Background: an optimization exercise with open tools, aiming at small area. Do not read the settings as production practice.
Function was checked by simulation only, so behaviour that the tests miss may differ from the original.
Power and IR drop assume default switching activity.

<file path="flow/config.mk">
export PLATFORM = sky130hd
export DESIGN_NAME = ili9341_driver_top
export DESIGN_NICKNAME = ili9341_driver_top
export VERILOG_FILES = /design/flow/design.v
export SDC_FILE = /design/flow/constraint.sdc
export NUM_CORES = 4
export LEC_CHECK = 0
export CAP_MARGIN = 20
export CORE_MARGIN = 2
export CORE_UTILIZATION = 40
export SLEW_MARGIN = 20
</file>
<file path="flow/constraint.sdc">
create_clock -name core_clock -period 10.0 [get_ports {sysclk}]
set_input_delay 2.0000 -clock core_clock [delete_from_list [all_inputs] [get_ports {sysclk}]]
set_output_delay 2.0000 -clock core_clock [all_outputs]
set_load 0.01 [all_outputs]
</file>
<file path="flow/design.v">
`timescale 1ns / 1ps
module init_rom ( a, spo );
    input [9:0] a;
    output reg [7:0] spo;
    always @ (*)
    begin
        case (a)
        10'd0: spo = 8'h01;
        10'd1: spo = 8'h80;
        10'd2: spo = 8'hef;
        10'd3: spo = 8'h03;
        10'd4: spo = 8'h03;
        10'd5: spo = 8'h08;
        10'd6: spo = 8'h02;
        10'd7: spo = 8'hcf;
        10'd8: spo = 8'h03;
        10'd9: spo = 8'h00;
        10'd10: spo = 8'hc1;
        10'd11: spo = 8'h30;
        10'd12: spo = 8'hed;
        10'd13: spo = 8'h04;
        10'd14: spo = 8'h64;
        10'd15: spo = 8'h03;
        10'd16: spo = 8'h12;
        10'd17: spo = 8'h81;
        10'd18: spo = 8'he8;
        10'd19: spo = 8'h03;
        10'd20: spo = 8'h85;
        10'd21: spo = 8'h00;
        10'd22: spo = 8'h78;
        10'd23: spo = 8'hcb;
        10'd24: spo = 8'h05;
        10'd25: spo = 8'h39;
        10'd26: spo = 8'h2c;
        10'd27: spo = 8'h00;
        10'd28: spo = 8'h34;
        10'd29: spo = 8'h02;
        10'd30: spo = 8'hf7;
        10'd31: spo = 8'h01;
        10'd32: spo = 8'h20;
        10'd33: spo = 8'hea;
        10'd34: spo = 8'h02;
        10'd35: spo = 8'h00;
        10'd36: spo = 8'h00;
        10'd37: spo = 8'hc0;
        10'd38: spo = 8'h01;
        10'd39: spo = 8'h23;
        10'd40: spo = 8'hc1;
        10'd41: spo = 8'h01;
        10'd42: spo = 8'h10;
        10'd43: spo = 8'hc5;
        10'd44: spo = 8'h02;
        10'd45: spo = 8'h3e;
        10'd46: spo = 8'h28;
        10'd47: spo = 8'hc7;
        10'd48: spo = 8'h01;
        10'd49: spo = 8'h86;
        10'd50: spo = 8'h36;
        10'd51: spo = 8'h01;
        10'd52: spo = 8'h48;
        10'd53: spo = 8'h37;
        10'd54: spo = 8'h01;
        10'd55: spo = 8'h00;
        10'd56: spo = 8'h3a;
        10'd57: spo = 8'h01;
        10'd58: spo = 8'h55;
        10'd59: spo = 8'hb1;
        10'd60: spo = 8'h02;
        10'd61: spo = 8'h00;
        10'd62: spo = 8'h18;
        10'd63: spo = 8'hb6;
        10'd64: spo = 8'h03;
        10'd65: spo = 8'h08;
        10'd66: spo = 8'h82;
        10'd67: spo = 8'h27;
        10'd68: spo = 8'hf2;
        10'd69: spo = 8'h01;
        10'd70: spo = 8'h00;
        10'd71: spo = 8'h26;
        10'd72: spo = 8'h01;
        10'd73: spo = 8'h01;
        10'd74: spo = 8'he0;
        10'd75: spo = 8'h0f;
        10'd76: spo = 8'h0f;
        10'd77: spo = 8'h31;
        10'd78: spo = 8'h2b;
        10'd79: spo = 8'h0c;
        10'd80: spo = 8'h0e;
        10'd81: spo = 8'h08;
        10'd82: spo = 8'h4e;
        10'd83: spo = 8'hf1;
        10'd84: spo = 8'h37;
        10'd85: spo = 8'h07;
        10'd86: spo = 8'h10;
        10'd87: spo = 8'h03;
        10'd88: spo = 8'h0e;
        10'd89: spo = 8'h09;
        10'd90: spo = 8'h00;
        10'd91: spo = 8'he1;
        10'd92: spo = 8'h0f;
        10'd93: spo = 8'h00;
        10'd94: spo = 8'h0e;
        10'd95: spo = 8'h14;
        10'd96: spo = 8'h03;
        10'd97: spo = 8'h11;
        10'd98: spo = 8'h07;
        10'd99: spo = 8'h31;
        10'd100: spo = 8'hc1;
        10'd101: spo = 8'h48;
        10'd102: spo = 8'h08;
        10'd103: spo = 8'h0f;
        10'd104: spo = 8'h0c;
        10'd105: spo = 8'h31;
        10'd106: spo = 8'h36;
        10'd107: spo = 8'h0f;
        10'd108: spo = 8'h11;
        10'd109: spo = 8'h80;
        10'd110: spo = 8'h29;
        10'd111: spo = 8'h80;
        10'd112: spo = 8'h00;
        default: spo = 8'h00;
        endcase
    end
endmodule
`timescale 1ns / 1ps
module ili9341_initialiser( clk, reset, en, bl, rst, dc, cs, din, ready );
    input clk;
    input reset;
    input en;
    output bl;
    output rst;
    output dc;
    output cs;
    output din;
    output ready;
    reg int_rst;
    reg int_dc;
    reg int_din;
    reg int_cs;
    reg system_ready;
    reg [9:0] ram_addr;
    reg [2:0] ram_out_addr;
    wire [7:0] ram_out;
    localparam DECISION = 2'b00, WRITE = 2'b01, NORM = 2'b10, WAIT = 2'b11;
    localparam LS_COMMAND = 2'b00, LS_DATA = 2'b01, LS_IDLE = 2'b10;
    reg [1:0] state;
    reg [1:0] ls;
    reg [7:0] num_commands;
    init_rom init_ram (
        .a(ram_addr),
        .spo(ram_out)
    );
    reg [19:0] wait_counter;
    assign bl = 1'b0;
    assign rst = int_rst;
    assign dc = int_dc;
    assign cs = int_cs;
    assign din = int_din;
    assign ready = system_ready;
    always @ (posedge clk)
    begin
        if (reset)
        begin
            int_rst <= 1'b1;
            int_dc <= 1'b0;
            int_din <= 1'b0;
            int_cs <= 1'b1;
            system_ready <= 1'b0;
            ram_addr <= 10'b0;
            ram_out_addr <= 3'b111;
            state <= DECISION;
            ls <= LS_IDLE;
            num_commands <= 8'b0;
            wait_counter <= 20'b0;
        end
        else if (en)
        begin
        case (state)
        DECISION:
        begin
            int_cs <= 1'b1;
            case (ls)
            LS_IDLE:
            begin
            if (ram_addr == 112)
            begin
                state <= NORM;
                int_dc <= 1'b1;
            end
            else
            begin
                state <= WRITE;
                ls <= LS_COMMAND;
                int_dc <= 1'b0;
            end
            end
            LS_COMMAND:
            begin
                if (ram_out == 8'b10000000)
                begin
                    state <= WAIT;
                    ls <= LS_IDLE;
                    ram_addr <= ram_addr + 1;
                end
                else
                begin
                    state <= WRITE;
                    ls <= LS_DATA;
                    num_commands <= ram_out;
                    ram_addr <= ram_addr + 1;
                    int_dc <= 1'b1;
                end
            end
            LS_DATA:
            begin
                if (num_commands > 1)
                begin
                    num_commands <= num_commands - 1;
                    state <= WRITE;
                end
                else
                begin
                    state <= DECISION;
                    ls <= LS_IDLE;
                end
            end
            default: ;
            endcase
        end
        WRITE:
        begin
            int_cs <= 1'b0;
            if (ram_out_addr == 3'b0)
            begin
                ram_out_addr <= 3'b111;
                ram_addr <= ram_addr + 1;
                state <= DECISION;
            end
            else
                ram_out_addr <= ram_out_addr - 1;
            int_din <= ram_out[ram_out_addr];
        end
        WAIT:
        begin
            int_cs <= 1'b1;
            if (wait_counter == 900000)
            begin
                wait_counter <= 20'b0;
                state <= DECISION;
            end
            else
                wait_counter <= wait_counter + 1;
        end
        NORM:
        begin
            int_cs <= 1'b1;
            system_ready <= 1'b1;
        end
        endcase
        end
    end
endmodule
`timescale 1ns / 1ps
module ili9341_colour_ramp( start, clk, reset, en, bl, rst, dc, cs, din );
    input start;
    input clk;
    input reset;
    input en;
    output bl;
    output rst;
    output dc;
    output cs;
    output din;
    reg int_bl;
    reg int_rst;
    reg int_dc;
    reg int_din;
    reg int_cs;
    localparam r_start      = 16'b0000100000000000;
    localparam r_limit      = 16'b1111100000000000;
    localparam g_start      = 16'b0000000000100000;
    localparam g_limit      = 16'b0000011111100000;
    localparam b_start      = 16'b0000000000000001;
    localparam b_limit      = 16'b0000000000011111;
    localparam rg_start     = 16'b0000100001000000;
    localparam rg_limit     = 16'b1111111111000000;
    localparam rb_start     = 16'b0000100000000001;
    localparam rb_limit     = 16'b1111100000011111;
    localparam gb_start     = 16'b0000000001000001;
    localparam gb_limit     = 16'b0000011111011111;
    localparam grey_start   = 16'b0000100001000001;
    localparam grey_limit   = 16'b1111111111011111;
    localparam all_start    = 16'b1111111111111111;
    localparam all_limit    = 16'b1111111111111111;
    localparam black_start  = 16'b0000000000000000;
    localparam black_limit  = 16'b1111111111111111;
    localparam WAIT = 3'b000, COMMAND_X = 3'b001, WRITE_X = 3'b010, COMMAND_Y = 3'b011, WRITE_Y = 3'b100, COMMAND_RAM = 3'b101, WRITE_RGB = 3'b110, WRITE = 3'b111;
    reg [2:0] state;
    reg [2:0] next_state;
    localparam RED = 4'h0, GREEN = 4'h1, BLUE = 4'h2, RED_GREEN = 4'h3, RED_BLUE = 4'h5, GREEN_BLUE = 4'h6, GREY = 4'h7, ALL = 4'h8, BLACK = 4'h9; 
    reg [3:0] colour_state;
    localparam [7:0] rgb_len = 8'h0F;
    reg [15:0] r_val;
    reg [15:0] g_val;
    reg [15:0] b_val;
    reg [15:0] rg_val;
    reg [15:0] rb_val;
    reg [15:0] gb_val;
    reg [15:0] grey_val;
    reg [15:0] all_val;
    reg [15:0] black_val;
    reg [15:0] rgb_val;
    reg [15:0] rgb_incr;
    reg [15:0] rgb_limit;
    localparam [7:0] x_command = 8'h2A;
    localparam [7:0] y_command = 8'h2B;
    localparam [7:0] ram_command = 8'h2C;
    localparam [7:0] command_len = 8'h07;
    localparam [31:0] x_val = 32'h001600D8;   
    localparam [31:0] y_val = 32'h003E0100;   
    localparam [7:0] xy_len = 8'h1F;
    localparam square_size = 65;
    reg [7:0] row;
    reg [7:0] col;
    reg [31:0] data;
    reg [7:0] index;
    assign bl = int_bl;
    assign rst = int_rst;
    assign dc = int_dc;
    assign cs = int_cs;
    assign din = int_din;
    always @ (posedge clk)
    begin
        if (reset)
        begin
            int_bl <= 1'b1;
            int_rst <= 1'b1;
            int_dc <= 1'b0;
            int_din <= 1'b0;
            int_cs <= 1'b1;
            state <= WAIT;
            next_state <= WAIT;
            colour_state <= RED;
            r_val <= r_start;
            g_val <= g_start;
            b_val <= b_start;
            rg_val <= rg_start;
            rb_val <= rb_start;
            gb_val <= gb_start;
            grey_val <= grey_start;
            all_val <= all_start;
            black_val <= black_start;
            rgb_val <= r_start;
            rgb_incr <= r_start;
            rgb_limit <= r_limit;
            row <= 8'h00;
            col <= 8'h00;
            data <= 32'h00000000;
            index <= 8'h00;
        end
        else if (en)
        case (state)
        WAIT:
        begin
            if (start)
                state <= COMMAND_X;
        end
        COMMAND_X:
        begin
            int_cs <= 1'b1;
            int_dc <= 1'b0;
            data <= x_command;
            index <= command_len;
            next_state <= WRITE_X;
            state <= WRITE;
        end
        WRITE_X:
        begin
            int_cs <= 1'b1;
            int_dc <= 1'b1;
            data <= x_val;
            index <= xy_len;
            next_state <= COMMAND_Y;
            state <= WRITE;
        end
        COMMAND_Y:
        begin
            int_cs <= 1'b1;
            int_dc <= 1'b0;
            data <= y_command;
            index <= command_len;
            next_state <= WRITE_Y;
            state <= WRITE;
        end
        WRITE_Y:
        begin
            int_cs <= 1'b1;
            int_dc <= 1'b1;
            data <= y_val;
            index <= xy_len;
            next_state <= COMMAND_RAM;
            state <= WRITE;
        end
        COMMAND_RAM:
        begin
            int_cs <= 1'b1;
            int_dc <= 1'b0;
            data <= ram_command;
            index <= command_len;
            next_state <= WRITE_RGB;
            state <= WRITE;
        end
        WRITE_RGB:
        begin
            int_cs <= 1'b1;
            int_dc <= 1'b1;
            col <= col + 1;
            if (rgb_val >= rgb_limit)
                rgb_val <= rgb_incr;
            else
                rgb_val <= rgb_val + rgb_incr;
            if (col == square_size - 1)
            begin
                col <= 0;
                case (colour_state)
                RED:
                begin
                    r_val <= rgb_val;
                    rgb_val <= g_val;
                    rgb_incr <= g_start;
                    rgb_limit <= g_limit;
                    colour_state <= GREEN;
                end
                GREEN:
                begin
                    g_val <= rgb_val;
                    rgb_val <= b_val;
                    rgb_incr <= b_start;
                    rgb_limit <= b_limit;
                    colour_state <= BLUE;
                end
                BLUE:
                begin
                    b_val <= rgb_val;
                    row <= row + 1;
                    if (row == square_size - 1)
                    begin
                        row <= 0;
                        rgb_val <= rg_val;
                        rgb_incr <= rg_start;
                        rgb_limit <= rg_limit;
                        colour_state <= RED_GREEN;
                    end
                    else
                    begin
                        rgb_val <= r_val;
                        rgb_incr <= r_start;
                        rgb_limit <= r_limit;
                        colour_state <= RED;
                    end
                end
                RED_GREEN:
                begin
                    rg_val <= rgb_val;
                    rgb_val <= rb_val;
                    rgb_incr <= rb_start;
                    rgb_limit <= rb_limit;
                    colour_state <= RED_BLUE;
                end
                RED_BLUE:
                begin
                    rb_val <= rgb_val;
                    rgb_val <= gb_val;
                    rgb_incr <= gb_start;
                    rgb_limit <= gb_limit;
                    colour_state <= GREEN_BLUE;
                end
                GREEN_BLUE:
                begin
                    gb_val <= rgb_val;
                    row <= row + 1;
                    if (row == square_size - 1)
                    begin
                        row <= 0;
                        rgb_val <= grey_val;
                        rgb_incr <= grey_start;
                        rgb_limit <= grey_limit;
                        colour_state <= GREY;
                    end
                    else
                    begin
                        rgb_val <= rg_val;
                        rgb_incr <= rg_start;
                        rgb_limit <= rg_limit;
                        colour_state <= RED_GREEN;
                    end
                end
                GREY:
                begin
                    grey_val <= rgb_val;
                    rgb_val <= all_val;
                    rgb_incr <= all_start;
                    rgb_limit <= all_limit;
                    colour_state <= ALL;
                end
                ALL:
                begin
                    all_val <= rgb_val;
                    rgb_val <= black_val;
                    rgb_incr <= black_start;
                    rgb_limit <= black_limit;
                    colour_state <= BLACK;
                end
                BLACK:
                begin
                    black_val <= rgb_val;
                    row <= row + 1;
                    if (row == square_size - 1)
                    begin
                        row <= 0;
                        rgb_val <= r_val;
                        rgb_incr <= r_start;
                        rgb_limit <= r_limit;
                        colour_state <= RED;
                    end
                    else
                    begin
                        rgb_val <= grey_val;
                        rgb_incr <= grey_start;
                        rgb_limit <= grey_limit;
                        colour_state <= GREY;
                    end
                end
                default: ;
                endcase
            end
            data <= rgb_val;
            index <= rgb_len;
            next_state <= WRITE_RGB;
            state <= WRITE;
        end
        WRITE:
        begin
            int_cs <= 1'b0;
            if (index == 8'h00)
                state <= next_state;
            else
                index <= index - 1;
            int_din <= data[index];
        end
        endcase
    end
endmodule
`timescale 1ns / 1ps
module clk_divider ( clk_in, reset, clk_div2, clk_en );
    input clk_in;
    input reset;
    output clk_div2;
    output clk_en;
    reg clk_out_reg;
    assign clk_div2 = clk_out_reg;
    assign clk_en = clk_out_reg;
    always @ (posedge clk_in)
        if (reset)
            clk_out_reg <= 1'b0;
        else
            clk_out_reg <= ~clk_out_reg;
endmodule
module mode_select ( bl_0, bl_1, bl, rst_0, rst_1, rst, dc_0, dc_1, dc, cs_0, cs_1, cs, din_0, din_1, din, select );
    input bl_0, bl_1;
    output bl;
    input rst_0, rst_1;
    output rst;
    input dc_0, dc_1;
    output dc;
    input cs_0, cs_1;
    output cs;
    input din_0, din_1;
    output din;
    input select;
    assign bl = (bl_0 & ~select) | (bl_1 & select);
    assign rst = (rst_0 & ~select) | (rst_1 & select);
    assign dc = (dc_0 & ~select) | (dc_1 & select);
    assign cs = (cs_0 & ~select) | (cs_1 & select);
    assign din = (din_0 & ~select) | (din_1 & select);
endmodule
module ili9341_driver_top( sysclk, reset, led, tft_bl, tft_rst, tft_dc, tft_cs, tft_clk, tft_din );
    input sysclk;
    input reset;
    output [1:0] led;
    output tft_bl;
    output tft_rst;
    output tft_dc;
    output tft_cs;
    output tft_clk;
    output tft_din;
    wire sysclk_div;
    wire sysclk_en;
    clk_divider internal_clk ( 
        .clk_in(sysclk),
        .reset(reset),
        .clk_div2(sysclk_div),
        .clk_en(sysclk_en)
    );
    wire init_bl;
    wire init_rst;
    wire init_dc;
    wire init_din;
    wire init_cs;
    wire system_ready;
    ili9341_initialiser init_unit (
        .clk(sysclk),
        .reset(reset),
        .en(sysclk_en),
        .bl(init_bl),
        .rst(init_rst),
        .dc(init_dc),
        .cs(init_cs),
        .din(init_din),
        .ready(system_ready)
    );
    wire display_bl;
    wire display_rst;
    wire display_dc;
    wire display_din;
    wire display_cs;
    ili9341_colour_ramp display_unit (
        .start(system_ready),
        .clk(sysclk),
        .reset(reset),
        .en(sysclk_en),
        .bl(display_bl),
        .rst(display_rst),
        .dc(display_dc),
        .cs(display_cs),
        .din(display_din)
    );
    wire bl;
    wire rst;
    wire dc;
    wire din;
    wire cs;
    mode_select selector (
        .bl_0(init_bl),
        .bl_1(display_bl),
        .bl(bl),
        .rst_0(init_rst),
        .rst_1(display_rst),
        .rst(rst),
        .dc_0(init_dc),
        .dc_1(display_dc),
        .dc(dc),
        .din_0(init_din),
        .din_1(display_din),
        .din(din),
        .cs_0(init_cs),
        .cs_1(display_cs),
        .cs(cs),
        .select(system_ready)
    );
    assign led[0] = 1'b0;
    assign led[1] = system_ready;
    assign tft_bl = bl;
    assign tft_rst = rst;
    assign tft_dc = dc;
    assign tft_cs = cs;
    assign tft_clk = sysclk_div;
    assign tft_din = din;
endmodule
</file>
<file path="flow/run.sh">
#!/bin/bash
# synth_recipe.tcl (not shown) runs the flow's synth.tcl, then flattens the netlist and writes it again
# the make line also repeats each setting of config.mk as NAME=value (left out here)
make -C /OpenROAD-flow-scripts/flow DESIGN_CONFIG=/design/flow/config.mk WORK_HOME=/design/flow/orfs CLKGATE_MAP_FILE= SYNTH_SCRIPT=/design/flow/synth_recipe.tcl finish
</file>
==> results.toml <==
[outcome]
status = "complete, no violations"

[detailed_routing]
drt_pass1_iterations = 8
drt-initial-drc-count = 1424
post_drt_via_cell_ratio = 5.89
route.vias.total = 14800
drt_drc = 0
met2_length_um = 21700
routedLengthMet1_um = 21400
wirelength_um = 48200
drt-wirelength-per-cell_um = 19.2
length_of_routed_met3_wiring_um = 3880
detail-route-antenna-nets = 0
routed.top_layer = "met4"

[global_routing]
grt_pass1_wl_um = 76400
antenna_found_initial = 0
gr-usage-all-layers_pct = 23.3
gr-total-overflow = 0
grt_start_max_net_pins = 85
first_global_vias = 13700

[final_layout]
largest_reg_flops = 20
final_nets = 2035
final-instance-count-excl-fill = 2516
nFillCells = 3899
finish.utilization_pct = 44.2
area_growth_pct = 9.76
largest_register = "init_unit.wait_counter"
biggestRegsByFlops = "init_unit.wait_counter x20, display_unit.data x18"
layout-drive-gt1-share_pct = 6.01
diodes = 0

[worst_setup_path]
data_required_critical_path_ps = 10430
cp_slowest_cell = "ha_1"
worst_r2r_path_depth = 12
path_class = "primary input to flop"
arrival_ps = 4890
critPathMaxStageDelay_ps = 680
setup.worst_path.end_class = "flop"
crit_buf_inv = 2
reg2reg_slack_ps = 5790
crit_path_max_fanout = 57
critical_path.reg2reg.startpoint = "internal_clk.clk_out_reg"
path_delay_family = "simple AND/OR/NAND/NOR gates"
crit_chain = "buf_6 -> or2_2 -> inv_1 -> ha_1 -> and2_1 -> o21ai_0 -> o311a_1 -> or3_1 -> a31oi_1"
critical_path.startpoint_type = "primary input"

[clock_network]
cts_buffers = 35
clock_latency_ps = 530
cts_sinks = 282
cts_buffer_depth = 3
hold_buffer_count_at_cts = 0
worst_setup_hold_path_clk_slew_ps = 60
htree_num_levels = 2
post_cts_resized = 0
ctsRootBufferMaster = "clkbuf_16"
cts_tree = "done"
post_cts_setup_buffer_count = 0

[power]
sw_frac_of_total_pct = 22.8
internal_power_uw = 1920
clkPwrFrac_pct = 51.0
combPwrFrac_pct = 3.2
power.static_leakage_uw = 0.00610
sequentialPowerShare_pct = 45.8
ir_worst_vdd_mv = 0.0993
switchingPower_uw = 566
power.density_cell_area_nw_per_um2 = 146

[placement]
gpl.final_weighted_congestion = 0.900
detailed_place_hpwl_um = 31100
i_o_buffers = 7
placedCellCount = 2456

[synth]
synth_top_area_share_pct = 36.5
synth_cell_type_count = 79
post_synth_main_area_contributors = "dfxtp_1, nand2_1, a21oi_1, ha_1, nor2_1"
synth_area_per_cell_um2 = 7.52
synth_top_area_cell = "dfxtp_1"
total_nets_after_synthesis = 2115
cell_with_the_most_instances_after_synthesis = "nand2_1"
ys_ff_latch = 282
share_of_async_settable_or_async_resettable_flops_after_synthesis_pct = 0
netlist_instances = 2055
ys_seq_area_share_pct = 36.5
synth-main-ff-cell = "dfxtp_1"
synth-edff-count = 0
most_instantiated_cells_after_synthesis = "nand2_1, dfxtp_1, a21oi_1"
syn_area_um2 = 15500
synth-warning-count = 4

[timing]
report.final.setup_viol = 0
slew_violations = 0
setup_repair_after_global_routing_missed_its_margin = "false"
slew_headroom_pct = 22.4
fin_setup_tns_ps = 0
clock_skew_ps = 26.9
finalWorstPathRequiredPeriod_ps = 4460
min_period_over_period_pct = 44.6
max_clock_freq_mhz = 224
max_slew.worst_pin.slew_ps = 1140
number_of_hold_violations_in_the_final_report = 0

[run]
drv.max_cap_violation_count = 0

[min_path]
worst_hold_path.num_cells = 2
worstHoldStart = "display_unit.int_cs"
hold_path.class = "flop to flop"
whs_endpoint = "display_unit.int_cs"

[floorplan]
die_h_um = 201
floorplan.rows = 72
die-area_um2 = 40200
placeableCoreArea_um2 = 38400
initial_core_util_pct = 40.3
i_o_pins = 10
die_width_um = 201
-- power by group through the flow --
stage	registers, uW	clock network (uW)	logic (uW)
global route	1140	1330	87.8
detailed placement	1160	0	78.8
finish	1140	1270	80.2
floorplan	1160	0	63.4
CTS	1140	1290	79.1
global placement	1160	0	78.5
-- how the worst max path moves through the flow --
stage | startpoint | slack, ps | endpoint | cells past startpoint
6_report | reset | 5540 | flop | 9
5_1_grt | reset | 5420 | flop | 9
4_1_cts | reset | 5640 | flop | 9
3_5_place_dp | reset | 5130 | flop | 9
3_3_place_gp | reset | 5180 | flop | 9
2_1_floorplan | reset | 5680 | flop | 11
-- stage by stage --
| stage | hold slack, ps | instance area [um2] | total power [uW] | setup slack [ps] |
|---|---|---|---|---|
| after floorplan | 418 | 15500 | 1220 | 5680 |
| after global placement | 436 | 15800 | 1240 | 5180 |
| after detailed placement | 436 | 15800 | 1240 | 5130 |
| after CTS | 448 | 17000 | 2500 | 5640 |
| after global routing | 468 | 17000 | 2560 | 5420 |
| final | 449 | 17000 | 2480 | 5540 |
-- cells in the final DEF (no fill, tap or decap), types with 7 or more instances in the layout --
master     netlist  routed
clkbuf_1       128       7
a22o_1           9       9
o31ai_1          8       8
and2_1          12      12
mux2_2           8       8
clkbuf_16        0      36
a21o_1          20      20
a222oi_1        17      17
a32o_1           7       7
xnor2_1         19      19
a311oi_1        10      10
o21a_1           7       7
nand3_1         87      87
nand2_1        442     442
ha_1            57      57
or3_1            7       7
inv_1           41      41
buf_4            3      27
a221oi_1        11      11
dfxtp_1        282     282
nor2_1         161     160
a211oi_1        22      22
o21ai_0         85      85
a31oi_1         21      21
a2111oi_0        8       8
mux4_2           7       7
a22oi_1         18      18
xor2_1          34      34
and3_1          24      24
nand2b_1        13      13
mux2i_1         22      21
nand4_1         20      20
a21oi_1        230     230
o211ai_1        22      22
nor2b_1          9       9
clkbuf_8         0       7
nor3_1          56      52
-- logic make-up after synthesis --
family | after synthesis | share of synthesized area [%]
AND/OR/NAND/NOR | 867 | 24.6
XOR/XNOR | 53 | 3.00
buffers and inverters | 197 | 5.00
multiplexers | 38 | 3.12
AO/OA/AOI/OAI | 558 | 23.0
other | 2 | 0.0486
adder cells (fa/ha/maj) | 58 | 4.74
flip-flops | 282 | 36.5
-- layer usage --
layer	vias up	track usage [%]
met3	92	4.16
met4	0	7.01
met1	7048	31.8
li1	7122	-
met5	-	0
met2	563	37.5
-- worst reg2reg max path, cell delays in order (launching register included) --
cell and delay, ps:
dfxtp_1 300, buf_4 300, nand2b_1 300, a21oi_1 420
mux2i_1 190, or2_2 400, inv_1 380, ha_1 680
and2_1 340, o21ai_0 110, o311a_1 180, or3_1 340
a31oi_1 190
-- cell type report --
class / count / area (um2) / area share [%]
well taps: 518 / 648 / 3.82
inverters: 46 / 173 / 1.02
clock buffers: 50 / 1020 / 6.03
flip-flops and latches: 282 / 5650 / 33.3
clock inverters: 10 / 120 / 0.708
multi-input cells: 1576 / 9090 / 53.5
repair buffers: 34 / 274 / 1.61

-- static timing again, ports no longer ideal --
The results above use ideal ports. As a check the final layout listed here was re-extracted and re-timed, cells and wires unchanged.
Step 1: set_driving_cell puts a clkbuf_16 on sysclk and a buf_2 on each other input, an assumption about the parent block.
Step 2 adds t to the input delays and takes it off the output delays; t is the mean of the earliest and latest rising clock arrival at the registers after step 1. Input paths then give back, and output paths get back, about the clock's delay inside the block.
a / b / c = no drivers / after step 1 / after step 2; a / b = the first two.
shift t [ns]: 0.572
slack for setup (ns): 5.539 / 5.560 / 4.989
worst slew at a driven data input, ns: 0.04
After both steps this run still meets setup and hold. The setup slack of this run moves by +0.021 ns with the drivers and by -0.550 ns with both steps.
